From an optimization exercise on the open Yosys and OpenROAD flow, aimed at small area; shortcuts taken in it are not production practice. RTL that was checked went through simulation tests only; none was proved equivalent to the original. The RTL of runs 3 and 4 was laid out without a check of its function. Power is estimated from default activity; no workload was simulated.

===== run.sh =====
#!/bin/bash
# synth_recipe.tcl (not shown) runs the flow's synth.tcl, then flattens the netlist and writes it again
# the make line also repeats each setting of config.mk as NAME=value (left out here)
make -C /OpenROAD-flow-scripts/flow DESIGN_CONFIG=/design/flow/config.mk WORK_HOME=/design/flow/orfs CLKGATE_MAP_FILE= SYNTH_SCRIPT=/design/flow/synth_recipe.tcl finish

===== config.mk =====
export PLATFORM = sky130hd
export DESIGN_NAME = pe_array
export DESIGN_NICKNAME = pe_array
export VERILOG_FILES = /design/flow/design.v
export SDC_FILE = /design/flow/constraint.sdc
export NUM_CORES = 4
export LEC_CHECK = 0
export ABC_AREA = 1
export CAP_MARGIN = 20
export CORE_MARGIN = 2
export CORE_UTILIZATION = 60
export CTS_CLUSTER_DIAMETER = 70
export CTS_CLUSTER_SIZE = 20
export SLEW_MARGIN = 20
export SYNTH_HIERARCHICAL = 1

===== constraint.sdc =====
create_clock -name core_clock -period 6.0 [get_ports {clk_i}]
set_input_delay 1.2000 -clock core_clock [delete_from_list [all_inputs] [get_ports {clk_i}]]
set_output_delay 1.2000 -clock core_clock [all_outputs]
set_load 0.01 [all_outputs]

===== design.v =====
module fa (input a, input b, input c, output s, output co);
  assign s  = a ^ b ^ c;
  assign co = (a & b) | (c & (a ^ b));
endmodule
module ha (input a, input b, output s, output co);
  assign s  = a ^ b;
  assign co = a & b;
endmodule
module pgt (input [15:0] p, input [7:0] a, output gt);
  wire hi0 = ~|p[15:7];
  wire hi1 = &p[15:7];
  wire [7:0] x = {~p[7], p[6:0]};
  wire [7:0] y = {~a[7], a[6:0]};
  wire [8:0] lgt;
  assign lgt[0] = 1'b0;
  genvar i;
  generate for (i = 0; i < 8; i = i + 1) begin : g_cmp
    assign lgt[i+1] = (x[i] & ~y[i]) | (x[i] & lgt[i]) | (~y[i] & lgt[i]);
  end endgenerate
  assign gt = (~p[15] & ~hi0) | ((hi0 | hi1) & lgt[8]);
endmodule
module pe_pair (
  input         clk_i,
  input         comp_i,    
  input         acc_i,     
  input         accm_i,    
  input         accc_i,    
  input         max_i,     
  input         adde_i,    
  input         addl_i,
  input         fe_i,      
  input         fl_i,
  input  [7:0]  ane_i,     
  input  [7:0]  anl_i,
  input  [7:0]  ae_i,      
  input  [7:0]  al_i,
  input  [7:0]  be_i,      
  input  [7:0]  bl_i,      
  output [7:0]  psume_o,
  output [7:0]  psuml_o
);
  reg  [15:0] pe_q, r1_q, r2_q;
  reg         gtme_q, gtml_q;  
  wire gte, gtl;
  pgt u_gte (.p(pe_q), .a(ane_i), .gt(gte));
  pgt u_gtl (.p(r1_q), .a(anl_i), .gt(gtl));
  always @(posedge clk_i) begin
    gtme_q <= max_i & gte;
    gtml_q <= max_i & gtl;
  end
  wire [7:0]  at = acc_i ? al_i : ane_i;
  wire [7:0]  bt = {({7{accc_i}} & bl_i[7:1]) | ({7{comp_i}} & be_i[7:1]),
                    (accc_i & bl_i[0]) | (accm_i & ~gtml_q) | (comp_i & be_i[0])};
  wire        z2l = acc_i & gtml_q & addl_i;
  wire        z1l = acc_i & (addl_i ^ gtml_q);
  wire [15:0] zt = ({16{z1l}} & r2_q) | ({16{z2l}} & {r2_q[14:0], 1'b0});
  wire [15:0] t;
  wire m_pp1;
  wire m_pp2;
  wire m_pp3;
  wire m_pp4;
  wire m_pp5;
  wire m_pp6;
  wire m_pp7;
  wire m_pp8;
  wire m_pp9;
  wire m_pp10;
  wire m_pp11;
  wire m_pp12;
  wire m_pp13;
  wire m_pp14;
  wire m_pp15;
  wire m_pp16;
  wire m_pp17;
  wire m_pp18;
  wire m_pp19;
  wire m_pp20;
  wire m_pp21;
  wire m_pp22;
  wire m_pp23;
  wire m_pp24;
  wire m_pp25;
  wire m_pp26;
  wire m_pp27;
  wire m_pp28;
  wire m_pp29;
  wire m_pp30;
  wire m_pp31;
  wire m_pp32;
  wire m_pp33;
  wire m_pp34;
  wire m_pp35;
  wire m_pp36;
  wire m_pp37;
  wire m_pp38;
  wire m_pp39;
  wire m_pp40;
  wire m_pp41;
  wire m_pp42;
  wire m_pp43;
  wire m_pp44;
  wire m_pp45;
  wire m_pp46;
  wire m_pp47;
  wire m_pp48;
  wire m_pp49;
  wire m_pp50;
  wire m_pp51;
  wire m_pp52;
  wire m_pp53;
  wire m_pp54;
  wire m_pp55;
  wire m_pp56;
  wire m_pp57;
  wire m_pp58;
  wire m_pp59;
  wire m_pp60;
  wire m_pp61;
  wire m_pp62;
  wire m_pp63;
  wire m_pp64;
  wire m_s65;
  wire m_c66;
  wire m_s67;
  wire m_c68;
  wire m_s69;
  wire m_c70;
  wire m_s71;
  wire m_c72;
  wire m_s73;
  wire m_c74;
  wire m_s75;
  wire m_c76;
  wire m_s77;
  wire m_c78;
  wire m_s79;
  wire m_c80;
  wire m_s81;
  wire m_c82;
  wire m_s83;
  wire m_c84;
  wire m_s85;
  wire m_c86;
  wire m_s87;
  wire m_c88;
  wire m_s89;
  wire m_c90;
  wire m_s91;
  wire m_c92;
  wire m_s93;
  wire m_c94;
  wire m_s95;
  wire m_c96;
  wire m_s97;
  wire m_c98;
  wire m_s99;
  wire m_c100;
  wire m_s101;
  wire m_c102;
  wire m_s103;
  wire m_c104;
  wire m_s105;
  wire m_c106;
  wire m_s107;
  wire m_c108;
  wire m_s109;
  wire m_c110;
  wire m_s111;
  wire m_c112;
  wire m_s113;
  wire m_c114;
  wire m_s115;
  wire m_c116;
  wire m_s117;
  wire m_c118;
  wire m_s119;
  wire m_c120;
  wire m_s121;
  wire m_c122;
  wire m_s123;
  wire m_c124;
  wire m_s125;
  wire m_c126;
  wire m_s127;
  wire m_c128;
  wire m_s129;
  wire m_c130;
  wire m_s131;
  wire m_c132;
  wire m_s133;
  wire m_c134;
  wire m_s135;
  wire m_c136;
  wire m_s137;
  wire m_c138;
  wire m_s139;
  wire m_c140;
  wire m_s141;
  wire m_c142;
  wire m_s143;
  wire m_c144;
  wire m_s145;
  wire m_c146;
  wire m_s147;
  wire m_c148;
  wire m_s149;
  wire m_c150;
  wire m_s151;
  wire m_c152;
  wire m_s153;
  wire m_c154;
  wire m_s155;
  wire m_c156;
  wire m_s157;
  wire m_c158;
  wire m_s159;
  wire m_c160;
  wire m_s161;
  wire m_c162;
  wire m_s163;
  wire m_c164;
  wire m_s165;
  wire m_c166;
  wire m_s167;
  wire m_c168;
  wire m_s169;
  wire m_c170;
  wire m_s171;
  wire m_c172;
  wire m_s173;
  wire m_c174;
  wire m_s175;
  wire m_c176;
  wire m_s177;
  wire m_c178;
  wire m_s179;
  wire m_c180;
  wire m_s181;
  wire m_c182;
  wire m_s183;
  wire m_c184;
  wire m_s185;
  wire m_c186;
  wire m_s187;
  wire m_c188;
  wire m_s189;
  wire m_c190;
  wire m_s191;
  wire m_c192;
  wire m_o193;
  wire m_o194;
  wire m_p195;
  wire m_o196;
  wire m_p197;
  wire m_o198;
  wire m_p199;
  wire m_k200;
  wire m_s201;
  wire m_c202;
  wire m_s203;
  wire m_c204;
  wire m_s205;
  wire m_c206;
  wire m_s207;
  wire m_c208;
  wire m_o209;
  wire m_o210;
  wire m_p211;
  wire m_o212;
  wire m_p213;
  wire m_o214;
  wire m_p215;
  wire m_k216;
  wire m_s217;
  wire m_c218;
  wire m_s219;
  wire m_c220;
  wire m_s221;
  wire m_c222;
  wire m_s223;
  wire m_o224;
  wire m_o225;
  wire m_p226;
  wire m_o227;
  wire m_p228;
  wire m_o229;
  wire m_p230;
  wire m_o231;
  assign m_pp1 = at[0] & bt[0];
  assign m_pp2 = at[0] & bt[1];
  assign m_pp3 = at[0] & bt[2];
  assign m_pp4 = at[0] & bt[3];
  assign m_pp5 = at[0] & bt[4];
  assign m_pp6 = at[0] & bt[5];
  assign m_pp7 = at[0] & bt[6];
  assign m_pp8 = ~(at[0] & bt[7]);
  assign m_pp9 = at[1] & bt[0];
  assign m_pp10 = at[1] & bt[1];
  assign m_pp11 = at[1] & bt[2];
  assign m_pp12 = at[1] & bt[3];
  assign m_pp13 = at[1] & bt[4];
  assign m_pp14 = at[1] & bt[5];
  assign m_pp15 = at[1] & bt[6];
  assign m_pp16 = ~(at[1] & bt[7]);
  assign m_pp17 = at[2] & bt[0];
  assign m_pp18 = at[2] & bt[1];
  assign m_pp19 = at[2] & bt[2];
  assign m_pp20 = at[2] & bt[3];
  assign m_pp21 = at[2] & bt[4];
  assign m_pp22 = at[2] & bt[5];
  assign m_pp23 = at[2] & bt[6];
  assign m_pp24 = ~(at[2] & bt[7]);
  assign m_pp25 = at[3] & bt[0];
  assign m_pp26 = at[3] & bt[1];
  assign m_pp27 = at[3] & bt[2];
  assign m_pp28 = at[3] & bt[3];
  assign m_pp29 = at[3] & bt[4];
  assign m_pp30 = at[3] & bt[5];
  assign m_pp31 = at[3] & bt[6];
  assign m_pp32 = ~(at[3] & bt[7]);
  assign m_pp33 = at[4] & bt[0];
  assign m_pp34 = at[4] & bt[1];
  assign m_pp35 = at[4] & bt[2];
  assign m_pp36 = at[4] & bt[3];
  assign m_pp37 = at[4] & bt[4];
  assign m_pp38 = at[4] & bt[5];
  assign m_pp39 = at[4] & bt[6];
  assign m_pp40 = ~(at[4] & bt[7]);
  assign m_pp41 = at[5] & bt[0];
  assign m_pp42 = at[5] & bt[1];
  assign m_pp43 = at[5] & bt[2];
  assign m_pp44 = at[5] & bt[3];
  assign m_pp45 = at[5] & bt[4];
  assign m_pp46 = at[5] & bt[5];
  assign m_pp47 = at[5] & bt[6];
  assign m_pp48 = ~(at[5] & bt[7]);
  assign m_pp49 = at[6] & bt[0];
  assign m_pp50 = at[6] & bt[1];
  assign m_pp51 = at[6] & bt[2];
  assign m_pp52 = at[6] & bt[3];
  assign m_pp53 = at[6] & bt[4];
  assign m_pp54 = at[6] & bt[5];
  assign m_pp55 = at[6] & bt[6];
  assign m_pp56 = ~(at[6] & bt[7]);
  assign m_pp57 = ~(at[7] & bt[0]);
  assign m_pp58 = ~(at[7] & bt[1]);
  assign m_pp59 = ~(at[7] & bt[2]);
  assign m_pp60 = ~(at[7] & bt[3]);
  assign m_pp61 = ~(at[7] & bt[4]);
  assign m_pp62 = ~(at[7] & bt[5]);
  assign m_pp63 = ~(at[7] & bt[6]);
  assign m_pp64 = at[7] & bt[7];
  ha u_m_s65 (.a(m_pp14), .b(m_pp21), .s(m_s65), .co(m_c66));
  fa u_m_s67 (.a(m_pp15), .b(m_pp22), .c(m_pp29), .s(m_s67), .co(m_c68));
  ha u_m_s69 (.a(m_pp36), .b(m_pp43), .s(m_s69), .co(m_c70));
  fa u_m_s71 (.a(1'b1), .b(m_pp16), .c(m_pp23), .s(m_s71), .co(m_c72));
  fa u_m_s73 (.a(m_pp30), .b(m_pp37), .c(m_pp44), .s(m_s73), .co(m_c74));
  fa u_m_s75 (.a(m_pp24), .b(m_pp31), .c(m_pp38), .s(m_s75), .co(m_c76));
  ha u_m_s77 (.a(m_pp12), .b(m_pp19), .s(m_s77), .co(m_c78));
  fa u_m_s79 (.a(m_pp13), .b(m_pp20), .c(m_pp27), .s(m_s79), .co(m_c80));
  ha u_m_s81 (.a(m_pp34), .b(m_pp41), .s(m_s81), .co(m_c82));
  fa u_m_s83 (.a(m_pp28), .b(m_pp35), .c(m_pp42), .s(m_s83), .co(m_c84));
  fa u_m_s85 (.a(m_pp49), .b(m_pp7), .c(m_s65), .s(m_s85), .co(m_c86));
  fa u_m_s87 (.a(m_pp50), .b(m_pp57), .c(m_pp8), .s(m_s87), .co(m_c88));
  fa u_m_s89 (.a(m_c66), .b(m_s69), .c(m_s67), .s(m_s89), .co(m_c90));
  fa u_m_s91 (.a(m_pp51), .b(m_pp58), .c(m_c70), .s(m_s91), .co(m_c92));
  fa u_m_s93 (.a(m_c68), .b(m_s71), .c(m_s73), .s(m_s93), .co(m_c94));
  fa u_m_s95 (.a(m_pp45), .b(m_pp52), .c(m_pp59), .s(m_s95), .co(m_c96));
  fa u_m_s97 (.a(m_c72), .b(m_c74), .c(m_s75), .s(m_s97), .co(m_c98));
  fa u_m_s99 (.a(m_pp32), .b(m_pp39), .c(m_pp46), .s(m_s99), .co(m_c100));
  fa u_m_s101 (.a(m_pp53), .b(m_pp60), .c(m_c76), .s(m_s101), .co(m_c102));
  fa u_m_s103 (.a(m_pp40), .b(m_pp47), .c(m_pp54), .s(m_s103), .co(m_c104));
  ha u_m_s105 (.a(m_pp11), .b(m_pp18), .s(m_s105), .co(m_c106));
  fa u_m_s107 (.a(m_pp26), .b(m_pp33), .c(m_pp5), .s(m_s107), .co(m_c108));
  fa u_m_s109 (.a(m_pp6), .b(m_c78), .c(m_s81), .s(m_s109), .co(m_c110));
  fa u_m_s111 (.a(m_c82), .b(m_c80), .c(m_s83), .s(m_s111), .co(m_c112));
  fa u_m_s113 (.a(m_c84), .b(m_s87), .c(m_c86), .s(m_s113), .co(m_c114));
  fa u_m_s115 (.a(m_c88), .b(m_s91), .c(m_c90), .s(m_s115), .co(m_c116));
  fa u_m_s117 (.a(m_s95), .b(m_c92), .c(m_c94), .s(m_s117), .co(m_c118));
  fa u_m_s119 (.a(m_c96), .b(m_s99), .c(m_s101), .s(m_s119), .co(m_c120));
  fa u_m_s121 (.a(m_pp61), .b(m_c100), .c(m_s103), .s(m_s121), .co(m_c122));
  fa u_m_s123 (.a(m_pp48), .b(m_pp55), .c(m_pp62), .s(m_s123), .co(m_c124));
  ha u_m_s125 (.a(m_pp10), .b(m_pp17), .s(m_s125), .co(m_c126));
  fa u_m_s127 (.a(m_pp25), .b(m_pp4), .c(m_s105), .s(m_s127), .co(m_c128));
  fa u_m_s129 (.a(m_c106), .b(m_s77), .c(m_s107), .s(m_s129), .co(m_c130));
  fa u_m_s131 (.a(m_c108), .b(m_s79), .c(m_s109), .s(m_s131), .co(m_c132));
  fa u_m_s133 (.a(m_c110), .b(m_s85), .c(m_s111), .s(m_s133), .co(m_c134));
  fa u_m_s135 (.a(m_c112), .b(m_s89), .c(m_s113), .s(m_s135), .co(m_c136));
  fa u_m_s137 (.a(m_s93), .b(m_c114), .c(m_s115), .s(m_s137), .co(m_c138));
  fa u_m_s139 (.a(m_s97), .b(m_c116), .c(m_s117), .s(m_s139), .co(m_c140));
  fa u_m_s141 (.a(m_c98), .b(m_c118), .c(m_s119), .s(m_s141), .co(m_c142));
  fa u_m_s143 (.a(m_c102), .b(m_s121), .c(m_c120), .s(m_s143), .co(m_c144));
  fa u_m_s145 (.a(m_c104), .b(m_s123), .c(m_c122), .s(m_s145), .co(m_c146));
  fa u_m_s147 (.a(m_pp56), .b(m_pp63), .c(m_c124), .s(m_s147), .co(m_c148));
  fa u_m_s149 (.a(m_pp2), .b(m_pp9), .c(zt[1]), .s(m_s149), .co(m_c150));
  fa u_m_s151 (.a(m_pp3), .b(m_s125), .c(zt[2]), .s(m_s151), .co(m_c152));
  fa u_m_s153 (.a(m_c126), .b(m_s127), .c(zt[3]), .s(m_s153), .co(m_c154));
  fa u_m_s155 (.a(m_c128), .b(m_s129), .c(zt[4]), .s(m_s155), .co(m_c156));
  fa u_m_s157 (.a(m_c130), .b(m_s131), .c(zt[5]), .s(m_s157), .co(m_c158));
  fa u_m_s159 (.a(m_c132), .b(m_s133), .c(zt[6]), .s(m_s159), .co(m_c160));
  fa u_m_s161 (.a(m_c134), .b(m_s135), .c(zt[7]), .s(m_s161), .co(m_c162));
  fa u_m_s163 (.a(m_c136), .b(m_s137), .c(zt[8]), .s(m_s163), .co(m_c164));
  fa u_m_s165 (.a(m_c138), .b(m_s139), .c(zt[9]), .s(m_s165), .co(m_c166));
  fa u_m_s167 (.a(m_c140), .b(m_s141), .c(zt[10]), .s(m_s167), .co(m_c168));
  fa u_m_s169 (.a(m_c142), .b(m_s143), .c(zt[11]), .s(m_s169), .co(m_c170));
  fa u_m_s171 (.a(m_s145), .b(m_c144), .c(zt[12]), .s(m_s171), .co(m_c172));
  fa u_m_s173 (.a(m_s147), .b(m_c146), .c(zt[13]), .s(m_s173), .co(m_c174));
  fa u_m_s175 (.a(m_pp64), .b(m_c148), .c(zt[14]), .s(m_s175), .co(m_c176));
  ha u_m_s177 (.a(m_pp1), .b(zt[0]), .s(m_s177), .co(m_c178));
  ha u_m_s179 (.a(m_s149), .b(m_c178), .s(m_s179), .co(m_c180));
  fa u_m_s181 (.a(m_c150), .b(m_s151), .c(m_c180), .s(m_s181), .co(m_c182));
  fa u_m_s183 (.a(m_c152), .b(m_s153), .c(m_c182), .s(m_s183), .co(m_c184));
  ha u_m_s185 (.a(m_c154), .b(m_s155), .s(m_s185), .co(m_c186));
  fa u_m_s187 (.a(m_c156), .b(m_s157), .c(m_c186), .s(m_s187), .co(m_c188));
  fa u_m_s189 (.a(m_c158), .b(m_s159), .c(m_c188), .s(m_s189), .co(m_c190));
  fa u_m_s191 (.a(m_c160), .b(m_s161), .c(m_c190), .s(m_s191), .co(m_c192));
  assign m_o193 = m_s185 ^ m_c184;
  assign m_o194 = m_s187 ^ (m_c184 & m_s185);
  assign m_p195 = m_s185 & m_s187;
  assign m_o196 = m_s189 ^ (m_c184 & m_p195);
  assign m_p197 = m_p195 & m_s189;
  assign m_o198 = m_s191 ^ (m_c184 & m_p197);
  assign m_p199 = m_p197 & m_s191;
  assign m_k200 = m_c192 | (m_c184 & m_p199);
  ha u_m_s201 (.a(m_c162), .b(m_s163), .s(m_s201), .co(m_c202));
  fa u_m_s203 (.a(m_c164), .b(m_s165), .c(m_c202), .s(m_s203), .co(m_c204));
  fa u_m_s205 (.a(m_c166), .b(m_s167), .c(m_c204), .s(m_s205), .co(m_c206));
  fa u_m_s207 (.a(m_c168), .b(m_s169), .c(m_c206), .s(m_s207), .co(m_c208));
  assign m_o209 = m_s201 ^ m_k200;
  assign m_o210 = m_s203 ^ (m_k200 & m_s201);
  assign m_p211 = m_s201 & m_s203;
  assign m_o212 = m_s205 ^ (m_k200 & m_p211);
  assign m_p213 = m_p211 & m_s205;
  assign m_o214 = m_s207 ^ (m_k200 & m_p213);
  assign m_p215 = m_p213 & m_s207;
  assign m_k216 = m_c208 | (m_k200 & m_p215);
  ha u_m_s217 (.a(m_c170), .b(m_s171), .s(m_s217), .co(m_c218));
  fa u_m_s219 (.a(m_c172), .b(m_s173), .c(m_c218), .s(m_s219), .co(m_c220));
  fa u_m_s221 (.a(m_c174), .b(m_s175), .c(m_c220), .s(m_s221), .co(m_c222));
  assign m_s223 = zt[15] ^ m_c176 ^ m_c222;
  assign m_o224 = m_s217 ^ m_k216;
  assign m_o225 = m_s219 ^ (m_k216 & m_s217);
  assign m_p226 = m_s217 & m_s219;
  assign m_o227 = m_s221 ^ (m_k216 & m_p226);
  assign m_p228 = m_p226 & m_s221;
  assign m_o229 = m_s223 ^ (m_k216 & m_p228);
  assign m_p230 = m_p228 & m_s223;
  assign m_o231 = ~m_o229;
  assign t = {m_o231, m_o227, m_o225, m_o224, m_o214, m_o212, m_o210, m_o209, m_o198, m_o196, m_o194, m_o193, m_s183, m_s181, m_s179, m_s177};
  wire        z2e = acc_i & gtme_q & adde_i;
  wire        z1e = comp_i | (acc_i & (adde_i ^ gtme_q));
  wire [15:0] ze = ({16{z1e}} & pe_q) | ({16{z2e}} & {pe_q[14:0], 1'b0});
  wire        mxe = accm_i & ~gtme_q;
  wire [15:0] xe = ({16{accc_i}} & r1_q) | ({16{mxe}} & {{8{ae_i[7]}}, ae_i});
  wire [15:0] pe_d;
  wire a_s1;
  wire a_c2;
  wire a_s3;
  wire a_c4;
  wire a_s5;
  wire a_c6;
  wire a_s7;
  wire a_c8;
  wire a_s9;
  wire a_c10;
  wire a_s11;
  wire a_c12;
  wire a_s13;
  wire a_c14;
  wire a_s15;
  wire a_c16;
  wire a_s17;
  wire a_c18;
  wire a_s19;
  wire a_c20;
  wire a_s21;
  wire a_c22;
  wire a_o23;
  wire a_o24;
  wire a_p25;
  wire a_o26;
  wire a_p27;
  wire a_o28;
  wire a_p29;
  wire a_o30;
  wire a_p31;
  wire a_k32;
  wire a_s33;
  wire a_c34;
  wire a_s35;
  wire a_c36;
  wire a_s37;
  wire a_c38;
  wire a_s39;
  wire a_c40;
  wire a_s41;
  wire a_o42;
  wire a_o43;
  wire a_p44;
  wire a_o45;
  wire a_p46;
  wire a_o47;
  wire a_p48;
  wire a_o49;
  wire a_p50;
  ha u_a_s1 (.a(xe[0]), .b(ze[0]), .s(a_s1), .co(a_c2));
  fa u_a_s3 (.a(xe[1]), .b(ze[1]), .c(a_c2), .s(a_s3), .co(a_c4));
  fa u_a_s5 (.a(xe[2]), .b(ze[2]), .c(a_c4), .s(a_s5), .co(a_c6));
  fa u_a_s7 (.a(xe[3]), .b(ze[3]), .c(a_c6), .s(a_s7), .co(a_c8));
  fa u_a_s9 (.a(xe[4]), .b(ze[4]), .c(a_c8), .s(a_s9), .co(a_c10));
  fa u_a_s11 (.a(xe[5]), .b(ze[5]), .c(a_c10), .s(a_s11), .co(a_c12));
  ha u_a_s13 (.a(xe[6]), .b(ze[6]), .s(a_s13), .co(a_c14));
  fa u_a_s15 (.a(xe[7]), .b(ze[7]), .c(a_c14), .s(a_s15), .co(a_c16));
  fa u_a_s17 (.a(xe[8]), .b(ze[8]), .c(a_c16), .s(a_s17), .co(a_c18));
  fa u_a_s19 (.a(xe[9]), .b(ze[9]), .c(a_c18), .s(a_s19), .co(a_c20));
  fa u_a_s21 (.a(xe[10]), .b(ze[10]), .c(a_c20), .s(a_s21), .co(a_c22));
  assign a_o23 = a_s13 ^ a_c12;
  assign a_o24 = a_s15 ^ (a_c12 & a_s13);
  assign a_p25 = a_s13 & a_s15;
  assign a_o26 = a_s17 ^ (a_c12 & a_p25);
  assign a_p27 = a_p25 & a_s17;
  assign a_o28 = a_s19 ^ (a_c12 & a_p27);
  assign a_p29 = a_p27 & a_s19;
  assign a_o30 = a_s21 ^ (a_c12 & a_p29);
  assign a_p31 = a_p29 & a_s21;
  assign a_k32 = a_c22 | (a_c12 & a_p31);
  ha u_a_s33 (.a(xe[11]), .b(ze[11]), .s(a_s33), .co(a_c34));
  fa u_a_s35 (.a(xe[12]), .b(ze[12]), .c(a_c34), .s(a_s35), .co(a_c36));
  fa u_a_s37 (.a(xe[13]), .b(ze[13]), .c(a_c36), .s(a_s37), .co(a_c38));
  fa u_a_s39 (.a(xe[14]), .b(ze[14]), .c(a_c38), .s(a_s39), .co(a_c40));
  assign a_s41 = xe[15] ^ ze[15] ^ a_c40;
  assign a_o42 = a_s33 ^ a_k32;
  assign a_o43 = a_s35 ^ (a_k32 & a_s33);
  assign a_p44 = a_s33 & a_s35;
  assign a_o45 = a_s37 ^ (a_k32 & a_p44);
  assign a_p46 = a_p44 & a_s37;
  assign a_o47 = a_s39 ^ (a_k32 & a_p46);
  assign a_p48 = a_p46 & a_s39;
  assign a_o49 = a_s41 ^ (a_k32 & a_p48);
  assign a_p50 = a_p48 & a_s41;
  assign pe_d = {a_o49, a_o47, a_o45, a_o43, a_o42, a_o30, a_o28, a_o26, a_o24, a_o23, a_s11, a_s9, a_s7, a_s5, a_s3, a_s1};
  always @(posedge clk_i) begin
    pe_q <= pe_d;
    r1_q <= t;
    r2_q <= r1_q;
  end
  wire [7:0] pl = acc_i ? r2_q[15:8] : r1_q[15:8];
  assign psume_o = pe_q[15:8] & {8{~(acc_i & fe_i)}};
  assign psuml_o = pl & {8{~(acc_i & fl_i)}};
endmodule
module pe_array(
  input  clk_i,
  input  rst_ni,
  input  clr_i,
  output clr_o,
  input  we_i,
  output we_o,
  input  [1:0] mode_i,
  input  [64-1:0] srca_word_i,
  output [64-1:0] srca_word_o,
  input  [8-1:0] srcb_i,
  output [64-1:0] wordp_o
);
  reg         run_q, acc_q, m_q;
  reg  [63:0] srca_q;
  reg  [55:0] b_q;       
  reg  [7:0]  b8_q;      
  reg  [8:1]  c_q;       
  reg         c9_q;
  reg  [9:0]  we_q;
  reg  [63:0] wordp_q;
  always @(posedge clk_i or negedge rst_ni) begin
    if (!rst_ni) begin
      run_q <= 1'b0; acc_q <= 1'b0; m_q <= 1'b0;
      srca_q <= 64'd0; b_q <= 56'd0; c_q <= 8'd0; we_q <= 10'd0;
    end else begin
      run_q  <= 1'b1;
      acc_q  <= run_q & ~acc_q;
      m_q    <= (mode_i == 2'b01);
      srca_q <= srca_word_i;
      b_q    <= {b_q[47:0], srcb_i};
      c_q    <= {c_q[7:1], clr_i};
      we_q   <= {we_q[8:0], we_i};
    end
  end
  always @(posedge clk_i) begin
    b8_q <= b_q[55:48];
    c9_q <= c_q[8];
  end
  wire [79:0] bop = {b8_q, b_q, srcb_i};   
  wire [9:1]  cc  = {c9_q, c_q};
  wire [63:0] psum;
  wire comp   = run_q & ~acc_q;
  wire accm   = acc_q & m_q;
  wire accc   = acc_q & ~m_q;
  wire accmax = (mode_i == 2'b01);
  genvar j, k;
  generate for (j = 0; j < 4; j = j + 1) begin : g_pair
    localparam E = 2 * j;
    localparam L = 2 * j + 1;
    pe_pair u_pair (
      .clk_i  (clk_i),
      .comp_i (comp),
      .acc_i  (acc_q),
      .accm_i (accm),
      .accc_i (accc),
      .max_i  (accmax),
      .adde_i (~accmax & ~(cc[E+1] | cc[E+2])),
      .addl_i (~accmax & ~(cc[L+1] | cc[L+2])),
      .fe_i   (cc[E+2]),
      .fl_i   (cc[L+2]),
      .ane_i  (srca_word_i[8*E+7:8*E]),
      .anl_i  (srca_word_i[8*L+7:8*L]),
      .ae_i   (srca_q[8*E+7:8*E]),
      .al_i   (srca_q[8*L+7:8*L]),
      .be_i   (bop[8*E+7:8*E]),
      .bl_i   (bop[8*L+15:8*L+8]),
      .psume_o(psum[8*E+7:8*E]),
      .psuml_o(psum[8*L+7:8*L])
    );
  end endgenerate
  generate for (k = 0; k < 8; k = k + 1) begin : g_out
    always @(posedge clk_i or negedge rst_ni) begin
      if (!rst_ni) wordp_q[8*k+7:8*k] <= 8'd0;
      else if (we_q[2+k]) wordp_q[8*k+7:8*k] <= psum[8*k+7:8*k];
    end
  end endgenerate
  assign clr_o       = c_q[1];
  assign we_o        = we_q[0];
  assign srca_word_o = srca_q;
  assign wordp_o     = wordp_q;
endmodule

==> summary.md, run 1 <==
| Metric | Value |
|---|---|
| Largest family of logic cells by synthesized area | `adder cells` |
| Initial Util | `61.0%` |
| FF-to-FF Start | `acc_q` |
| Simple-Gate Fraction of Synth Area | `15.3%` |
| Drt initial violations | `1288` |
| Flop2flop setup slack | `0.17 ns` |
| Worst hold path class | `register to register` |
| RSZ-0062 raised after global routing | `yes` |
| Root Driver | `clkbuf_16` |
| Vias in the first global route | `20700` |
| Via Count | `19800` |
| NumNets Final | `3584` |
| Synth Area in Compound Gates | `10.1%` |
| FMAX | `171 MHz` |
| Fin crit share | `97.2%` |
| Max-cap violations | `0` |
| Die Width | `211 um` |
| Netlist cell types | `37` |
| Initial antenna violation count | `3` |
| Setup Skew | `0.0209 ns` |
| CTS tree | `done` |
| VDD IR-drop max | `0.307 mV` |
| Syn nets | `3222` |
| I/O Buffers | `207` |
| Placed Area | `0.0293 mm2` |
| Final GP Congestion | `0.954` |
| Post-synthesis sequential area ratio | `36.2%` |
| Total internal power | `0.00740 W` |
| Worst Hold Path EP | `b8_q[7]` |
| Switching part of the total | `40.1%` |
| Setup TNS | `0 ns` |
| Power Total | `0.0123 W` |
| Final Hold Viols | `0` |
| Final setup viols | `0` |
| CP Max Fanout | `8` |
| Clk network pwr share | `17.4%` |
| #FFs+latches synth | `414` |
| Final core utilization | `73.3%` |
| Sw Pwr | `0.00495 W` |
| DP HPWL | `51900 um` |
| Hold_buf cts | `0` |
| GR Overflow Total | `0` |
| 1st-pass router iterations | `6` |
| Die ar. | `0.0445 mm2` |
| Standard-cell rows | `75` |
| Hold Path Depth | `0` |
| Multiplexer share of the synthesized area | `0.214%` |
| Post-route cell area | `0.0309 mm2` |
| CP required | `6.52 ns` |
| Post-synthesis cell count | `2780` |
| Die height | `211 um` |
| First-pass GRT wire length | `106000 um` |
| Worst r2r path cells | `22` |
| Tmin final | `5.83 ns` |
| Total CTS buffers | `29` |
| Reg2reg end | `g_pair[1].u_pair.r1_q[13]` |
| Layout Cells excl Fill | `3704` |
| Clock buffer depth | `3` |
| Pleak | `15.2 nW` |
| Share of layout cells above drive strength 1 | `15.7%` |
| Core Area | `0.0421 mm2` |
| Hold Path Origin | `b_q[55]` |
| Post-DRT Antenna Nets | `0` |
| Wirelength per Cell | `17.6 um` |
| Post-Syn Area | `0.0257 mm2` |
| Post-synth ARST share | `49.5%` |
| Logic pwr share | `47.9%` |
| Largest net degree at the start of global routing | `95` |
| PD cells | `400 mW/mm2` |
| DP Cell Count | `3627` |
| H-tree depth | `1` |
| CTS clock-pin slew for the worst setup and hold paths | `0.09 ns` |
| Tot GR Track Use | `30.1%` |
| Crit. Startpoint | `acc_q` |
| Layout area overhead | `20.1%` |
| Worst path arrival time | `6.36 ns` |
| Mean Syn Cell Area | `9.25 um2` |
| Tightest slew margin relative to the limit | `45.4%` |
| Pins Over Slew Limit | `0` |
| Status | `no timing/DRC/antenna violations` |
| Register share of total power | `34.6%` |
| XOR/XNOR Fraction of Synth Area | `1.77%` |
| IO Count | `208` |
| Startpoint types | `register` |
| Adder-cell share of the synthesized area | `26.1%` |
| Sink Count | `414` |
| DR vias/cell | `5.33` |
| Clk latency of the worst-skew pair | `0.60 ns` |
| Yosys warns | `8` |
| Top FF cell, synth | `dfxtp_1` |
| Most common cell after layout, fill and taps aside | `inv_1` |
| Worst Setup End Kind | `register` |
| Worst Tran Pin Value | `0.819 ns` |
| DRC viols | `0` |
| Crit path kind | `register to register` |
| Commonest non-fill, non-tap cells in the layout | `inv_1 (491), nand2_1 (469), fa_1 (273)` |
| Final WL | `65300 um` |
| Number of flops mapped to enable cells by yosys | `0` |
==> cell families after synthesis <==
group	Yosys count
AO/OA/AOI/OAI	408
XOR/XNOR	52
adder cells (fa/ha/maj)	364
buffers and inverters	641
flip-flops	414
multiplexers	4
other	5
AND/OR/NAND/NOR	892
==> what timing repair did <==
action,4_1_cts,5_1_grt
setup buffers,1,21
hold endpoints to repair,0,0
resized for setup,20,102
setup endpoints to repair,10,16
cloned,0,2
pin swaps,4,68
==> critical path, stage by stage, from the launching register on <==
cell and delay, ns:
dfrtp_4 0.48, inv_2 0.06, nor2_4 0.20, buf_12 0.15, inv_2 0.08, o22ai_2 0.20, inv_1 0.11, buf_4 0.18
nor2_2 0.11, fa_1 0.43, fa_2 0.39, fa_1 0.49, fa_1 0.53, fa_1 0.52, fa_2 0.36, fa_2 0.37
fa_1 0.53, inv_1 0.05, nor2_2 0.11, nand2_2 0.08, nand2_4 0.10, ha_4 0.13, xor2_1 0.14
==> stage by stage <==
step | hold WS [ns] | worst slack (ns)
2_1_floorplan | 0.324 | 0.0697
3_3_place_gp | 0.326 | -0.651
3_5_place_dp | 0.329 | -0.744
4_1_cts | 0.344 | -0.000614
5_1_grt | 0.352 | -0.0553
6_report | 0.342 | 0.166
==> power by group through the flow <==
stage	Sequential, W	Combinational, W	Clock [W]
floorplan	0.00417	0.00384	0
global placement	0.00430	0.00547	0
detailed placement	0.00431	0.00563	0
CTS	0.00427	0.00573	0.00220
global route	0.00439	0.00672	0.00230
finish	0.00428	0.00592	0.00215
==> cell usage after synthesis (12+ instances only) <==
cell / count / area [um2]
a21oi_1: 12 / 60.1
a21oi_2: 12 / 105
a32o_1: 28 / 280
buf_2: 16 / 80.1
buf_4: 20 / 150
buf_6: 16 / 180
dfrtp_1: 205 / 5130
dfxtp_1: 209 / 4180
fa_1: 288 / 5770
ha_1: 76 / 951
inv_1: 509 / 1910
inv_2: 76 / 285
nand2_1: 469 / 1760
nand3_1: 40 / 200
nand3_2: 12 / 120
nand4_1: 24 / 150
nor2_1: 274 / 1030
nor2_4: 16 / 180
nor4_1: 16 / 100
o21ai_0: 123 / 616
o21ai_1: 21 / 105
o21ai_2: 28 / 245
o22ai_1: 164 / 1030
xor2_1: 44 / 385
==> worst max-delay path by stage <==
stage                                           end  slack (ns)  cells after the start
after floorplan           g_pair[0].u_pair.r1_q[13]        0.07                     19
after detailed placement  g_pair[2].u_pair.r1_q[13]       -0.74                     20
after global placement    g_pair[0].u_pair.r1_q[13]       -0.65                     20
after global routing      g_pair[2].u_pair.r1_q[13]       -0.06                     21
final                     g_pair[1].u_pair.r1_q[13]        0.17                     22
after CTS                 g_pair[2].u_pair.r1_q[13]     -0.0006                     20
==> modules after synthesis, one instance, submodules excluded <==
module    cells inside  flip-flops and latches  times used  cell area [um2]
pe_array           448                     214           1             6330
pe_pair            407                      50           4             2830
pgt                 45                       0           8              201
fa                   1                       0         288             20.0
ha                   1                       0          56             12.5
==> registers in the layout, summed over array words and instances, names as in the netlist, 4 cells and up <==
| register | cells |
|---|---|
| b8_q | 8 |
| b_q | 56 |
| c_q | 8 |
| g_pair.u_pair.gtme_q | 4 |
| g_pair.u_pair.gtml_q | 4 |
| g_pair.u_pair.pe_q | 64 |
| g_pair.u_pair.r1_q | 64 |
| g_pair.u_pair.r2_q | 64 |
| srca_q | 64 |
| we_q | 10 |
| wordp_q | 64 |
==> area by class of cell <==
| type | instances | area, um2 |
|---|---|---|
| Multi-Input combinational cell | 1725 | 14100 |
| Fill cell | 3194 | 11200 |
| Sequential cell | 414 | 9320 |
| Timing Repair Buffer | 387 | 3570 |
| Inverter | 585 | 2200 |
| Clock buffer | 36 | 772 |
| Tap cell | 539 | 674 |
| Clock inverter | 17 | 233 |
| Antenna cell | 1 | 2.50 |
==> metal layers <==
metal	track usage (%)	vias up	wire [um]
met5	0	-	25
met3	2.87	114	2800
met4	9.23	4	2300
met1	41.0	9727	27900
li1	-	9390	-
met2	51.3	523	32300
==> run 2: changes to the inputs <==
==> flow/run.sh (new file) <==
#!/bin/bash
# The standard layout (standard synthesis, floorplan, placement, CTS, routing)
# with one change in how the layout is made: the port buffers use the
# smallest buffer cell (the resizer still upsizes any that need it).
set -o pipefail
bash standard.sh "BUFFER_PORTS_ARGS=-buffer_cell sky130_fd_sc_hd__buf_1" finish > standard.log 2>&1
==> standard.sh (new file) <==
#!/bin/bash
# synth_recipe.tcl (not shown) runs the flow's synth.tcl, then flattens the netlist and writes it again
# the make line also repeats each setting of config.mk as NAME=value (left out here)
make -C /OpenROAD-flow-scripts/flow DESIGN_CONFIG=/design/flow/config.mk WORK_HOME=/design/flow/orfs CLKGATE_MAP_FILE= SYNTH_SCRIPT=/design/flow/synth_recipe.tcl "${@:-finish}"
removed: run.sh
==> run 2 against run 1 <==
Routed wire length fell by 1.2%; setup slack improved by 0.0018 ns; synthesized cell count did not move; largest power group unchanged; highest routed layer unchanged.
==> summary.md, run 2 <==
| Metric | Value |
|---|---|
| Met3 routed WL | `3260 um` |
| Most common cell after layout, fill and taps aside | `inv_1` |
| H-tree depth | `1` |
| Post-synthesis cell count | `2780` |
| CTS clock-pin slew for the worst setup and hold paths | `0.09 ns` |
| Yosys warns | `8` |
| Final setup viols | `0` |
| Layout Cells excl Fill | `3684` |
| Final Hold Viols | `0` |
| Status | `no timing/DRC/antenna violations` |
| Synth top area share | `22.4%` |
| #FFs+latches synth | `414` |
| Setup Skew | `0.0242 ns` |
| Post-synthesis sequential area ratio | `36.2%` |
| CP Max Fanout | `8` |
| Initial antenna violation count | `4` |
| Final WL | `64500 um` |
| Die ar. | `0.0445 mm2` |
| Die Width | `211 um` |
| Sink Count | `414` |
| Critical-path top delay cell | `fa_1` |
| VDD IR-drop max | `0.349 mV` |
| Placed Area | `0.0279 mm2` |
| GR Overflow Total | `0` |
| Clock buffer depth | `3` |
| Synth Area in Compound Gates | `10.1%` |
| Mean Syn Cell Area | `9.25 um2` |
| Final GP Congestion | `0.968` |
| Multiplexer share of the synthesized area | `0.214%` |
| I/O Buffers | `207` |
| Worst Setup End Kind | `register` |
| Pins Over Slew Limit | `0` |
| CTS tree | `done` |
| Storage cell area | `0.00932 mm2` |
| Post-route cell area | `0.0294 mm2` |
| Synth cell count leaders | `inv_1 (509), nand2_1 (469), fa_1 (288)` |
| DR vias/cell | `5.32` |
| Register share of total power | `36.2%` |
| Initial Util | `61.0%` |
| Most common cell in the netlist | `inv_1` |
| PD cells | `404 mW/mm2` |
| Power Total | `0.0118 W` |
| Post-Syn Area | `0.0257 mm2` |
| CP dominant cell by count | `fa_1` |
| Tightest slew margin relative to the limit | `37.0%` |
| Fillers | `3378` |
| Worst path arrival time | `6.37 ns` |
| Switching part of the total | `41.4%` |
| Via Count | `19600` |
| Routed length on met1 | `27500 um` |
| Largest net degree at the start of global routing | `132` |
| Die height | `211 um` |
| CP peak stage delay | `0.52 ns` |
| Netlist cell types | `37` |
| Tot GR Track Use | `29.5%` |
| Syn nets | `3222` |
| Share of layout cells above drive strength 1 | `14.5%` |
| Tmin final | `5.83 ns` |
| Logic pwr share | `45.6%` |
| Ranking of synthesized cells by area | `fa_1 (22%), dfrtp_1 (20%), dfxtp_1 (16%), inv_1 (7.4%), nand2_1 (6.8%)` |
| Min Hold Slack | `0.329 ns` |
| Core Area | `0.0421 mm2` |
| Post-DRT Antenna Nets | `0` |
| Root Driver | `clkbuf_16` |
| Largest family of logic cells by synthesized area | `adder cells` |
| Top FF cell, synth | `dfxtp_1` |
| DRC viols | `0` |
| Crit path cell chain | `inv_1 -> nor2_4 -> buf_12 -> inv_2 -> o22ai_4 -> inv_2 -> buf_4 -> nor2_1 -> fa_1 -> fa_1 -> fa_1 -> fa_1 -> fa_1 -> fa_2 -> fa_1 -> fa_1 -> inv_1 -> nor2_2 -> nand2_2 -> nand2_4 -> ha_1 -> xor2_1` |
| Vias in the first global route | `20000` |
| Clk latency of the worst-skew pair | `0.61 ns` |
| 1st-pass router iterations | `5` |
| Sw Pwr | `0.00490 W` |
| Flop2flop setup slack | `0.17 ns` |
| Worst Tran Pin Value | `0.945 ns` |
| Top Metal Used | `met5` |
| First-pass GRT wire length | `103000 um` |
| Total internal power | `0.00694 W` |
| Standard-cell rows | `75` |
| IO Count | `208` |
| Setup TNS | `0 ns` |
| Crit path kind | `register to register` |
| Worst hold path class | `register to register` |
| Max-cap violations | `0` |
| Pleak | `14.4 nW` |
| Adder-cell share of the synthesized area | `26.1%` |
| Simple-Gate Fraction of Synth Area | `15.3%` |
| CP required | `6.54 ns` |
| FMAX | `171 MHz` |
| Startpoint types | `register` |
| Total CTS buffers | `30` |
| Fin crit share | `97.2%` |
| DP HPWL | `51400 um` |
| Metal2 WL | `31400 um` |
| NumNets Final | `3561` |
| Layout area overhead | `14.1%` |
| Number of flops mapped to enable cells by yosys | `0` |
| Post-synth ARST share | `49.5%` |
| Multi-input gate area | `0.0140 mm2` |
| Commonest non-fill, non-tap cells in the layout | `inv_1 (497), nand2_1 (468), fa_1 (280)` |
| Clk network pwr share | `18.2%` |
| Leading area contributor after synthesis | `fa_1` |
| Drt initial violations | `1354` |
| DP Cell Count | `3616` |
| XOR/XNOR Fraction of Synth Area | `1.77%` |
| Wirelength per Cell | `17.5 um` |
==> run 2: cell types whose count changed in the layout (fill, tap and decap cells not counted), moves of 6 or more <==
cell,change
buf_1,+206
clkdlybuf4s50_1,-186
buf_4,-29
dlymetal6s2s_1,-17
fa_1,+7
fa_2,-7
nor2_4,-7
ha_1,+6
inv_1,+6
nor2_1,+6
==> run 2: modules after synthesis (local to each module, per instance) <==
module,cell area [um2],flops+latches
fa,20.0,0
pe_pair,2830,50
pe_array,6330,214
pgt,201,0
ha,12.5,0
==> run 2: worst max-delay path: cells and delay by family, from the launching register on <==
family	cells	cell delay [ns]
xor+xnor	1	0.13
simple gates	5	0.60
flops	1	0.48
fa+ha+maj	9	3.77
buf+inv	6	0.61
compound gates	1	0.20
==> run 2: power groups by stage <==
stage / Combinational [W] / Sequential (W) / Clock, W
after floorplan: 0.00384 / 0.00417 / 0
after global placement: 0.00510 / 0.00429 / 0
after detailed placement: 0.00528 / 0.00431 / 0
after CTS: 0.00536 / 0.00427 / 0.00220
after global routing: 0.00616 / 0.00438 / 0.00230
final: 0.00540 / 0.00429 / 0.00215
==> run 2: cell type report <==
class	instances	share of cell area, %
clock buffer	39	2.92
antenna	2	0.0171
inverter	585	7.50
multi-input combinational	1725	47.8
clock inverter	17	0.610
sequential	414	31.7
tap	539	2.30
timing repair buffer	363	7.09
==> run 2: routing by layer <==
layer | up-vias | track usage [%]
met1 | 9568 | 39.4
met4 | 4 | 9.25
met2 | 529 | 49.7
li1 | 9355 | -
met3 | 128 | 4.52
met5 | - | 0
==> run 2: path summary, 6_finish.rpt <==
| path | start | to | cells after the start |
|---|---|---|---|
| worst max-delay path | acc_q | g_pair[0].u_pair.r1_q[13] | 22 |
| worst min-delay path | b_q[39] | b_q[47] | 0 |
| worst max register to register | acc_q | g_pair[0].u_pair.r1_q[13] | 22 |
| worst min register to register | b_q[39] | b_q[47] | 0 |
| max in group asynchronous | rst_ni | srca_q[17] | 2 |
| min in group asynchronous | rst_ni | srca_q[39] | 1 |
==> run 2: timing repair <==
item | in CTS | in global routing
setup buffers | 3 | 5
hold buffers | 0 | 0
cloned | 0 | 2
endpoints found under the setup margin | 8 | 17
resized for setup | 10 | 64
pin swaps | 2 | 17
==> run 2: per-stage QoR <==
stage | util, % | setup slack [ns]
finish | 69.7 | 0.168
floorplan | - | 0.0697
detailed placement | 66.2 | -0.417
global placement | 66.2 | -0.270
CTS | 68.9 | -0.00845
global route | 69.7 | -0.0229
==> run 2: cells by family after synthesis <==
| family | Yosys count |
|---|---|
| fa+ha+maj | 364 |
| flops | 414 |
| simple gates | 892 |
| other cells | 5 |
| mux | 4 |
| buf+inv | 641 |
| xor+xnor | 52 |
| compound gates | 408 |
==> run 3: changes to the inputs <==
--- a/design.v
+++ b/design.v
@@ -23,6 +23,5 @@
   input         clk_i,
-  input         comp_i,    
+  input         rst_ni,
+  input         run_i,     
   input         acc_i,     
-  input         accm_i,    
-  input         accc_i,    
   input         max_i,     
@@ -42,2 +41,15 @@
   reg  [15:0] pe_q, r1_q, r2_q;
+  reg         acc_q, comp_q, accc_q;
+  always @(posedge clk_i or negedge rst_ni) begin
+    if (!rst_ni) begin
+      acc_q <= 1'b0; comp_q <= 1'b0; accc_q <= 1'b0;
+    end else begin
+      acc_q  <= run_i & ~acc_i;
+      comp_q <= ~run_i | acc_i;
+      accc_q <= run_i & ~acc_i & ~max_i;
+    end
+  end
+  wire        comp = comp_q;
+  wire        accc = accc_q;
+  wire        accm = acc_q & ~accc_q;
   reg         gtme_q, gtml_q;  
@@ -50,7 +62,7 @@
   end
-  wire [7:0]  at = acc_i ? al_i : ane_i;
-  wire [7:0]  bt = {({7{accc_i}} & bl_i[7:1]) | ({7{comp_i}} & be_i[7:1]),
-                    (accc_i & bl_i[0]) | (accm_i & ~gtml_q) | (comp_i & be_i[0])};
-  wire        z2l = acc_i & gtml_q & addl_i;
-  wire        z1l = acc_i & (addl_i ^ gtml_q);
+  wire [7:0]  at = acc_q ? al_i : ane_i;
+  wire [7:0]  bt = {({7{accc}} & bl_i[7:1]) | ({7{comp}} & be_i[7:1]),
+                    (accc & bl_i[0]) | (accm & ~gtml_q) | (comp & be_i[0])};
+  wire        z2l = acc_q & gtml_q & addl_i;
+  wire        z1l = acc_q & (addl_i ^ gtml_q);
   wire [15:0] zt = ({16{z1l}} & r2_q) | ({16{z2l}} & {r2_q[14:0], 1'b0});
@@ -449,7 +461,7 @@
   assign t = {m_o231, m_o227, m_o225, m_o224, m_o214, m_o212, m_o210, m_o209, m_o198, m_o196, m_o194, m_o193, m_s183, m_s181, m_s179, m_s177};
-  wire        z2e = acc_i & gtme_q & adde_i;
-  wire        z1e = comp_i | (acc_i & (adde_i ^ gtme_q));
+  wire        z2e = acc_q & gtme_q & adde_i;
+  wire        z1e = comp | (acc_q & (adde_i ^ gtme_q));
   wire [15:0] ze = ({16{z1e}} & pe_q) | ({16{z2e}} & {pe_q[14:0], 1'b0});
-  wire        mxe = accm_i & ~gtme_q;
-  wire [15:0] xe = ({16{accc_i}} & r1_q) | ({16{mxe}} & {{8{ae_i[7]}}, ae_i});
+  wire        mxe = accm & ~gtme_q;
+  wire [15:0] xe = ({16{accc}} & r1_q) | ({16{mxe}} & {{8{ae_i[7]}}, ae_i});
   wire [15:0] pe_d;
@@ -546,5 +558,5 @@
   end
-  wire [7:0] pl = acc_i ? r2_q[15:8] : r1_q[15:8];
-  assign psume_o = pe_q[15:8] & {8{~(acc_i & fe_i)}};
-  assign psuml_o = pl & {8{~(acc_i & fl_i)}};
+  wire [7:0] pl = acc_q ? r2_q[15:8] : r1_q[15:8];
+  assign psume_o = pe_q[15:8] & {8{~(acc_q & fe_i)}};
+  assign psuml_o = pl & {8{~(acc_q & fl_i)}};
 endmodule
@@ -563,3 +575,3 @@
 );
-  reg         run_q, acc_q, m_q;
+  reg         run_q, acc_q;
   reg  [63:0] srca_q;
@@ -573,3 +585,3 @@
     if (!rst_ni) begin
-      run_q <= 1'b0; acc_q <= 1'b0; m_q <= 1'b0;
+      run_q <= 1'b0; acc_q <= 1'b0;
       srca_q <= 64'd0; b_q <= 56'd0; c_q <= 8'd0; we_q <= 10'd0;
@@ -578,3 +590,2 @@
       acc_q  <= run_q & ~acc_q;
-      m_q    <= (mode_i == 2'b01);
       srca_q <= srca_word_i;
@@ -592,5 +603,2 @@
   wire [63:0] psum;
-  wire comp   = run_q & ~acc_q;
-  wire accm   = acc_q & m_q;
-  wire accc   = acc_q & ~m_q;
   wire accmax = (mode_i == 2'b01);
@@ -602,6 +610,5 @@
       .clk_i  (clk_i),
-      .comp_i (comp),
+      .rst_ni (rst_ni),
+      .run_i  (run_q),
       .acc_i  (acc_q),
-      .accm_i (accm),
-      .accc_i (accc),
       .max_i  (accmax),
==> run 3 against run 2 <==
Final area shrank 0.87%; synthesized cell count grew 2.4%; critical path type is now input pin to register; largest power group unchanged; total power grew 13%; setup slack gained 0.059 ns; via count grew 0.56%; sequential share of layout area grew 1.2 points; largest cell class unchanged; still clean; clock skew is essentially flat.
==> summary.md, run 3 <==
| Metric | Value |
|---|---|
| Startpoint types | `input pin` |
| CP required | `6.52 ns` |
| Min Hold Slack | `0.345 ns` |
| Core Area | `0.0421 mm2` |
| Routing usage on met3 | `3.60%` |
| Synth cell count leaders | `inv_1 (579), nand2_1 (484), nor2_1 (289)` |
| Fin crit share | `96.2%` |
| GR Overflow Total | `0` |
| Number of flops mapped to enable cells by yosys | `0` |
| Worst Setup End Kind | `register` |
| NumNets Final | `3618` |
| DRC viols | `0` |
| Final setup viols | `0` |
| Root Driver | `clkbuf_16` |
| Leading area contributor after synthesis | `fa_1` |
| Post-Syn Area | `0.0258 mm2` |
| First-pass GRT wire length | `102000 um` |
| Final Hold Viols | `0` |
| Worst hold path class | `register to register` |
| Synth top area share | `22.4%` |
| Setup Skew | `0.0246 ns` |
| Syn nets | `3289` |
| Status | `no timing/DRC/antenna violations` |
| Clk latency of the worst-skew pair | `0.61 ns` |
| Post-synthesis sequential area ratio | `37.2%` |
| Pleak | `14.8 nW` |
| Yosys warns | `8` |
| Pins Over Slew Limit | `0` |
| GR Layer Usage met2 | `48.1%` |
| Standard-cell rows | `75` |
| Initial antenna violation count | `3` |
| IO Count | `208` |
| Reg2reg end | `g_pair[3].u_pair.r1_q[13]` |
| Tmin final | `5.77 ns` |
| FF-to-FF Start | `g_pair[3].u_pair.accc_q` |
| Via Count | `19700` |
| Fillers | `3515` |
| Post-synth ARST share | `50.8%` |
| Die ar. | `0.0446 mm2` |
| Post-synthesis cell count | `2847` |
| CP Max Fanout | `5` |
| DR vias/cell | `5.27` |
| Wirelength per Cell | `16.6 um` |
| Drt initial violations | `1381` |
| Sink Count | `425` |
| FMAX | `173 MHz` |
| Setup TNS | `0 ns` |
| Total CTS buffers | `31` |
| #FFs+latches synth | `425` |
| Share of layout cells above drive strength 1 | `9.03%` |
| Worst path arrival time | `6.29 ns` |
| Final GP Congestion | `0.903` |
| H-tree depth | `1` |
| Mean Syn Cell Area | `9.06 um2` |
| Max-cap violations | `0` |
| Die Width | `211 um` |
| I/O Buffers | `207` |
| Ranking of synthesized cells by area | `fa_1 (22%), dfrtp_1 (21%), dfxtp_1 (16%), inv_1 (8.4%), nand2_1 (7.0%)` |
| Commonest non-fill, non-tap cells in the layout | `inv_1 (579), nand2_1 (484), fa_1 (288)` |
| VDD IR-drop max | `0.334 mV` |
| PD cells | `462 mW/mm2` |
| Flop2flop setup slack | `0.29 ns` |
| Worst Tran Pin Value | `0.693 ns` |
| Crit path kind | `input pin to register` |
| Most common cell after layout, fill and taps aside | `inv_1` |
| Crit. Startpoint | `srca_word_i[50]` |
| Tot GR Track Use | `28.9%` |
| CTS clock-pin slew for the worst setup and hold paths | `0.08 ns` |
| Worst r2r path cells | `19` |
| CP Capture Point | `g_pair[3].u_pair.r1_q[13]` |
| Top FF cell, synth | `dfrtp_1` |
| Post-DRT Antenna Nets | `0` |
| Tightest slew margin relative to the limit | `53.7%` |
| Most common cell in the netlist | `inv_1` |
| Most Crowded Layer GR | `met2` |
| 1st-pass router iterations | `5` |
| CTS tree | `done` |
| Die height | `211 um` |
| Met1 Use GR | `40.1%` |
| Initial Util | `61.2%` |
| Final WL | `62100 um` |
| DP HPWL | `49800 um` |
| Largest net degree at the start of global routing | `133` |
| Clock buffer depth | `3` |
| Power Total | `0.0134 W` |
| Layout area overhead | `12.9%` |
| Post-CTS setup buffer count | `0` |
| Vias in the first global route | `20500` |
| Netlist cell types | `37` |
## run 3: cell count changes in the layout (fill, tap and decap cells not counted), moves of 14 or more
cell,before,now
inv_1,497,579
inv_2,86,27
o21ai_0,123,159
nor2_1,254,286
a32o_1,28,0
o21ai_2,27,5
o21ai_1,21,38
nand2_1,468,484
o22ai_1,146,160
## run 3: area by class of cell
type / instances / area [um2] / area share (%)
inverter: 607 / 2280 / 7.84
clock buffer: 41 / 833 / 2.86
timing repair buffer: 348 / 1890 / 6.49
sequential: 425 / 9600 / 33.0
antenna: 1 / 2.50 / 0.00860
tap: 539 / 674 / 2.32
clock inverter: 16 / 196 / 0.675
multi-input combinational: 1763 / 13600 / 46.8
## run 3: worst min-delay path by stage
stage,cells past startpoint,start,slack [ns],endpoint
after global routing,0,b_q[39],0.35,b_q[47]
after global placement,0,b_q[53],0.33,b8_q[5]
final,0,b_q[53],0.34,b8_q[5]
after floorplan,0,b_q[48],0.32,b8_q[0]
after detailed placement,0,b_q[53],0.33,b8_q[5]
after CTS,0,b_q[53],0.35,b8_q[5]
## run 3: worst max-delay path, stage by stage
cell     delay [ns]
buf_1          0.12
inv_1          0.05
o21ai_1        0.20
inv_1          0.11
nor2_1         0.16
fa_1           0.45
fa_1           0.39
fa_1           0.51
fa_1           0.44
fa_1           0.48
ha_1           0.21
fa_1           0.39
fa_1           0.39
fa_1           0.51
inv_1          0.04
nor2_1         0.14
nand2_1        0.08
nand2_2        0.10
ha_1           0.17
xor2_1         0.14
## run 3: power by group
part	switching (W)	total [W]	internal (W)
clock	0.00111	0.00218	0.00106
combinational	0.00387	0.00674	0.00287
sequential	0.000715	0.00452	0.00380
## run 3: what timing repair did
action,4_1_cts,5_1_grt
hold buffers,0,0
gates resized for setup,0,22
setup endpoints to repair,0,12
## run 3: kinds of logic (layout without fill, tap and decap cells)
kind of cell / Yosys count / count (layout) / share of synthesized area, %
compound gates: 416 / 416 / 9.67
xor+xnor: 48 / 48 / 1.63
fa+ha+maj: 364 / 364 / 26.1
buf+inv: 659 / 1012 / 10.2
flops: 425 / 425 / 37.2
mux: 4 / 4 / 0.155
other cells: 5 / 6 / 0.0728
simple gates: 926 / 926 / 15.0
## run 3: modules after synthesis (local to each module, per instance)
| module | times used | cells |
|---|---|---|
| fa | 288 | 1 |
| ha | 56 | 1 |
| pe_array | 1 | 443 |
| pe_pair | 4 | 425 |
| pgt | 8 | 45 |
## run 3: metal layers
layer,routed length (um),vias to the layer above
li1,-,9472
met1,27300,9638
met2,29700,464
met3,3110,117
met4,1960,2
met5,16,-
## run 3: through the flow
step | setup WS (ns) | util [%] | cell area, um2 | cells
3_5_place_dp | -0.452 | 66.4 | 28000 | 3682
4_1_cts | 0.159 | 68.9 | 29000 | 3739
3_3_place_gp | -0.360 | 66.4 | 28000 | 3682
6_report | 0.227 | 69.1 | 29100 | 3740
5_1_grt | -0.0161 | 69.1 | 29100 | 3739
2_1_floorplan | 0.0656 | - | 25800 | 2847
==> run 4: changes to the inputs <==
--- a/design.v
+++ b/design.v
@@ -35,4 +35,3 @@
   input  [7:0]  al_i,
-  input  [7:0]  be_i,      
-  input  [7:0]  bl_i,      
+  input  [7:0]  b_i,       
   output [7:0]  psume_o,
@@ -41,3 +40,3 @@
   reg  [15:0] pe_q, r1_q, r2_q;
-  reg         acc_q, comp_q, accc_q;
+  reg         acc_q, comp_q, accc_q;   
   always @(posedge clk_i or negedge rst_ni) begin
@@ -63,4 +62,4 @@
   wire [7:0]  at = acc_q ? al_i : ane_i;
-  wire [7:0]  bt = {({7{accc}} & bl_i[7:1]) | ({7{comp}} & be_i[7:1]),
-                    (accc & bl_i[0]) | (accm & ~gtml_q) | (comp & be_i[0])};
+  wire        bon = accc | comp;
+  wire [7:0]  bt = {{7{bon}} & b_i[7:1], (bon & b_i[0]) | (accm & ~gtml_q)};
   wire        z2l = acc_q & gtml_q & addl_i;
@@ -578,3 +577,2 @@
   reg  [55:0] b_q;       
-  reg  [7:0]  b8_q;      
   reg  [8:1]  c_q;       
@@ -597,6 +595,4 @@
   always @(posedge clk_i) begin
-    b8_q <= b_q[55:48];
     c9_q <= c_q[8];
   end
-  wire [79:0] bop = {b8_q, b_q, srcb_i};   
   wire [9:1]  cc  = {c9_q, c_q};
@@ -606,4 +602,4 @@
   generate for (j = 0; j < 4; j = j + 1) begin : g_pair
-    localparam E = 2 * j;
-    localparam L = 2 * j + 1;
+    localparam E = 2 * j + 1;
+    localparam L = 2 * j;
     pe_pair u_pair (
@@ -622,4 +618,3 @@
       .al_i   (srca_q[8*L+7:8*L]),
-      .be_i   (bop[8*E+7:8*E]),
-      .bl_i   (bop[8*L+15:8*L+8]),
+      .b_i    (b_q[8*E-1:8*E-8]),
       .psume_o(psum[8*E+7:8*E]),
==> run 4 against run 3 <==
Hold slack worse by 0.0019 ns; final cell count down 2.7%; highest routed layer is now met4; flip-flop and latch count down 8; largest cell class unchanged; clock-buffer cell count up 1.
==> summary.md, run 4 <==
| Metric | Value |
|---|---|
| Most common cell after layout, fill and taps aside | `nand2_1` |
| Final Hold Viols | `0` |
| Leading area contributor after synthesis | `fa_1` |
| Post-synthesis sequential area ratio | `37.2%` |
| 1st-pass router iterations | `6` |
| Share of layout cells above drive strength 1 | `10.5%` |
| Final GP Congestion | `0.982` |
| Power Total | `0.0127 W` |
| Initial antenna violation count | `0` |
| I/O Buffers | `207` |
| Tot GR Track Use | `28.7%` |
| Top FF cell, synth | `dfrtp_1` |
| Standard-cell rows | `75` |
| Syn nets | `3205` |
| Synth top area share | `22.8%` |
| Tmin final | `5.79 ns` |
| First-pass GRT wire length | `101000 um` |
| Setup Skew | `0.0210 ns` |
| Post-synth ARST share | `51.8%` |
| FMAX | `173 MHz` |
| CTS clock-pin slew for the worst setup and hold paths | `0.09 ns` |
| DRC viols | `0` |
| Commonest non-fill, non-tap cells in the layout | `nand2_1 (483), inv_1 (468), fa_1 (288)` |
| Final setup viols | `0` |
| Tightest slew margin relative to the limit | `41.2%` |
| Clock buffer depth | `3` |
| Worst Setup End Kind | `register` |
| Crit path kind | `input pin to register` |
| Initial Util | `60.5%` |
| Pleak | `14.3 nW` |
| IO Count | `208` |
| CP required | `6.54 ns` |
| Die Width | `210 um` |
| Via Count | `19100` |
| Netlist cell types | `38` |
| Post-DRT Antenna Nets | `0` |
| Synth cell count leaders | `nand2_1 (484), inv_1 (471), fa_1 (288)` |
| Number of flops mapped to enable cells by yosys | `0` |
| Mean Syn Cell Area | `9.17 um2` |
| Clk latency of the worst-skew pair | `0.61 ns` |
| Worst Tran Pin Value | `0.881 ns` |
| CP Max Fanout | `5` |
| Root Driver | `clkbuf_16` |
| Setup TNS | `0 ns` |
| DR vias/cell | `5.24` |
| Yosys warns | `8` |
| Vias in the first global route | `20000` |
| Final WL | `60000 um` |
| Startpoint types | `input pin` |
| Largest net degree at the start of global routing | `163` |
| Layout Cells excl Fill | `3638` |
| Die height | `210 um` |
| Pins Over Slew Limit | `0` |
| GR Overflow Total | `0` |
| Worst hold path class | `register to register` |
| Die ar. | `0.0439 mm2` |
| Inserted Diodes | `0` |
| Layout area overhead | `12.4%` |
| CTS tree | `done` |
| Total CTS buffers | `30` |
| Fillers | `3462` |
| Status | `no timing/DRC/antenna violations` |
| Core Area | `0.0419 mm2` |
| PD cells | `446 mW/mm2` |
| Sink Count | `417` |
| #FFs+latches synth | `417` |
| NumNets Final | `3518` |
| VDD IR-drop max | `0.334 mV` |
| Fin crit share | `96.4%` |
| Max-cap violations | `0` |
| Post-synthesis cell count | `2763` |
| DP Cell Count | `3583` |
| Wirelength per Cell | `16.5 um` |
| DP HPWL | `48300 um` |
| H-tree depth | `1` |
| Drt initial violations | `1112` |
| Worst path arrival time | `6.33 ns` |
| Post-Syn Area | `0.0253 mm2` |
| Most common cell in the netlist | `nand2_1` |
| Ranking of synthesized cells by area | `fa_1 (23%), dfrtp_1 (21%), dfxtp_1 (16%), nand2_1 (7.2%), inv_1 (7.0%)` |
-- run 4: cell type report --
type                    instances  area, um2  area share, %
clock inverters                13        146          0.514
inverters                     531       1990           7.00
flip-flops and latches        417       9430           33.1
repair buffers                333       1780           6.24
multi-input cells            1763      13600           47.7
clock buffers                  42        856           3.01
well taps                     539        674           2.37
-- run 4: logic make-up (layout without fill, tap and decap cells) --
family,after synthesis,count (layout),synth area share [%]
buffers and inverters,583,919,9.19
DFF,417,417,37.2
AOI/OAI and AO/OA,384,384,9.03
other,5,5,0.0741
muxes,4,4,0.217
xor gates and xnor gates,48,48,1.66
adders and majority gates,364,364,26.5
and+or+nand+nor,958,958,16.1
-- run 4: worst max-delay path, cell delays in order --
cell     delay, ns
buf_1         0.19
inv_1         0.11
o21ai_2       0.16
inv_2         0.07
nor2_1        0.15
fa_1          0.46
fa_1          0.40
fa_1          0.51
fa_1          0.43
fa_1          0.47
ha_1          0.20
fa_1          0.38
fa_1          0.38
fa_1          0.52
inv_1         0.05
nor2_1        0.16
nand2_2       0.07
nand2_2       0.10
ha_1          0.17
xor2_1        0.14
-- run 4: final timing paths --
check,start,endpoint,slack (ns),depth (start not counted)
max,srca_word_i[10],g_pair[0].u_pair.r1_q[13],0.21,20
min,b_q[8],b_q[16],0.34,0
max reg2reg,g_pair[3].u_pair.acc_q,g_pair[3].u_pair.r1_q[13],0.29,19
min reg2reg,b_q[8],b_q[16],0.34,0
max in group asynchronous,rst_ni,g_pair[1].u_pair.acc_q,4.37,2
min in group asynchronous,rst_ni,srca_q[44],0.46,1
-- run 4: stage by stage --
stage	util [%]	worst slack (ns)	hold slack, ns	cell area (um2)
after floorplan	-	0.0714	0.331	25300
after global placement	65.6	-0.378	0.333	27500
after detailed placement	65.6	-0.463	0.335	27500
after CTS	68.0	0.127	0.348	28500
after global routing	68.0	-0.00232	0.344	28500
final	68.0	0.214	0.343	28500
-- run 4: Yosys stat by module (local to each module, per instance) --
module    times used  cells inside
ha                56             1
pe_array           1           435
fa               288             1
pe_pair            4           406
pgt                8            45
-- run 4: timing repair --
action / in CTS / in global routing
gates resized for setup: 0 / 11
hold buffers: 0 / 0
buffers inserted: 0 / 0
setup endpoints to repair: 0 / 14
-- run 4: power by group --
group | switching [W] | internal, W
Clock | 0.00109 | 0.00104
Combinational | 0.00356 | 0.00261
Sequential | 0.000678 | 0.00372
-- run 4: per-layer routing --
metal | GRT usage, % | wire length [um] | share of wire, % | up-vias
met3 | 3.02 | 2450 | 4.1 | 94
met5 | 0 | 0 | 0 | -
met2 | 49.3 | 29200 | 49 | 450
met4 | 6.43 | 1430 | 2.4 | 0
met1 | 39.7 | 27000 | 45 | 9315
li1 | - | - | - | 9218

port drivers added, routing unchanged:
In the flow no input, the clock included, has a driving cell. The finished layouts below were timed again as built, in two steps. Step 1 (the two cells are an assumption about what drives the block):
set clk [get_ports {clk_i}]
set_driving_cell -lib_cell sky130_fd_sc_hd__clkbuf_16 $clk
set_driving_cell -lib_cell sky130_fd_sc_hd__buf_2 [delete_from_list [all_inputs] $clk]
Step 2 adds t to the input delays and takes it off the output delays; t is the mean of the earliest and latest rising clock arrival at the registers after step 1. Input paths then give back, and output paths get back, about the clock's delay inside the block. Slacks: ideal / step 1 / step 2; pairs: ideal / step 1.
| run | t, ns | setup WS [ns] | clock arrival spread, ns | worst register clock-pin slew, ns |
|---|---|---|---|---|
| run 1 | 0.643 | 0.166 / 0.166 / -0.432 | 0.026 / 0.026 | 0.09 / 0.09 |
| run 2 | 0.657 | 0.168 / 0.168 / -0.257 | 0.025 / 0.025 | 0.09 / 0.09 |
| run 3 | 0.651 | 0.227 / 0.257 / -0.394 | 0.027 / 0.027 | 0.09 / 0.09 |
| run 4 | 0.661 | 0.214 / 0.245 / -0.416 | 0.022 / 0.021 | 0.09 / 0.09 |
Met with ideal ports but missed after step 2: setup timing in every run listed. For run 4, which loses most, drivers alone change the setup slack by +0.031 ns; drivers and shift together by -0.630 ns.
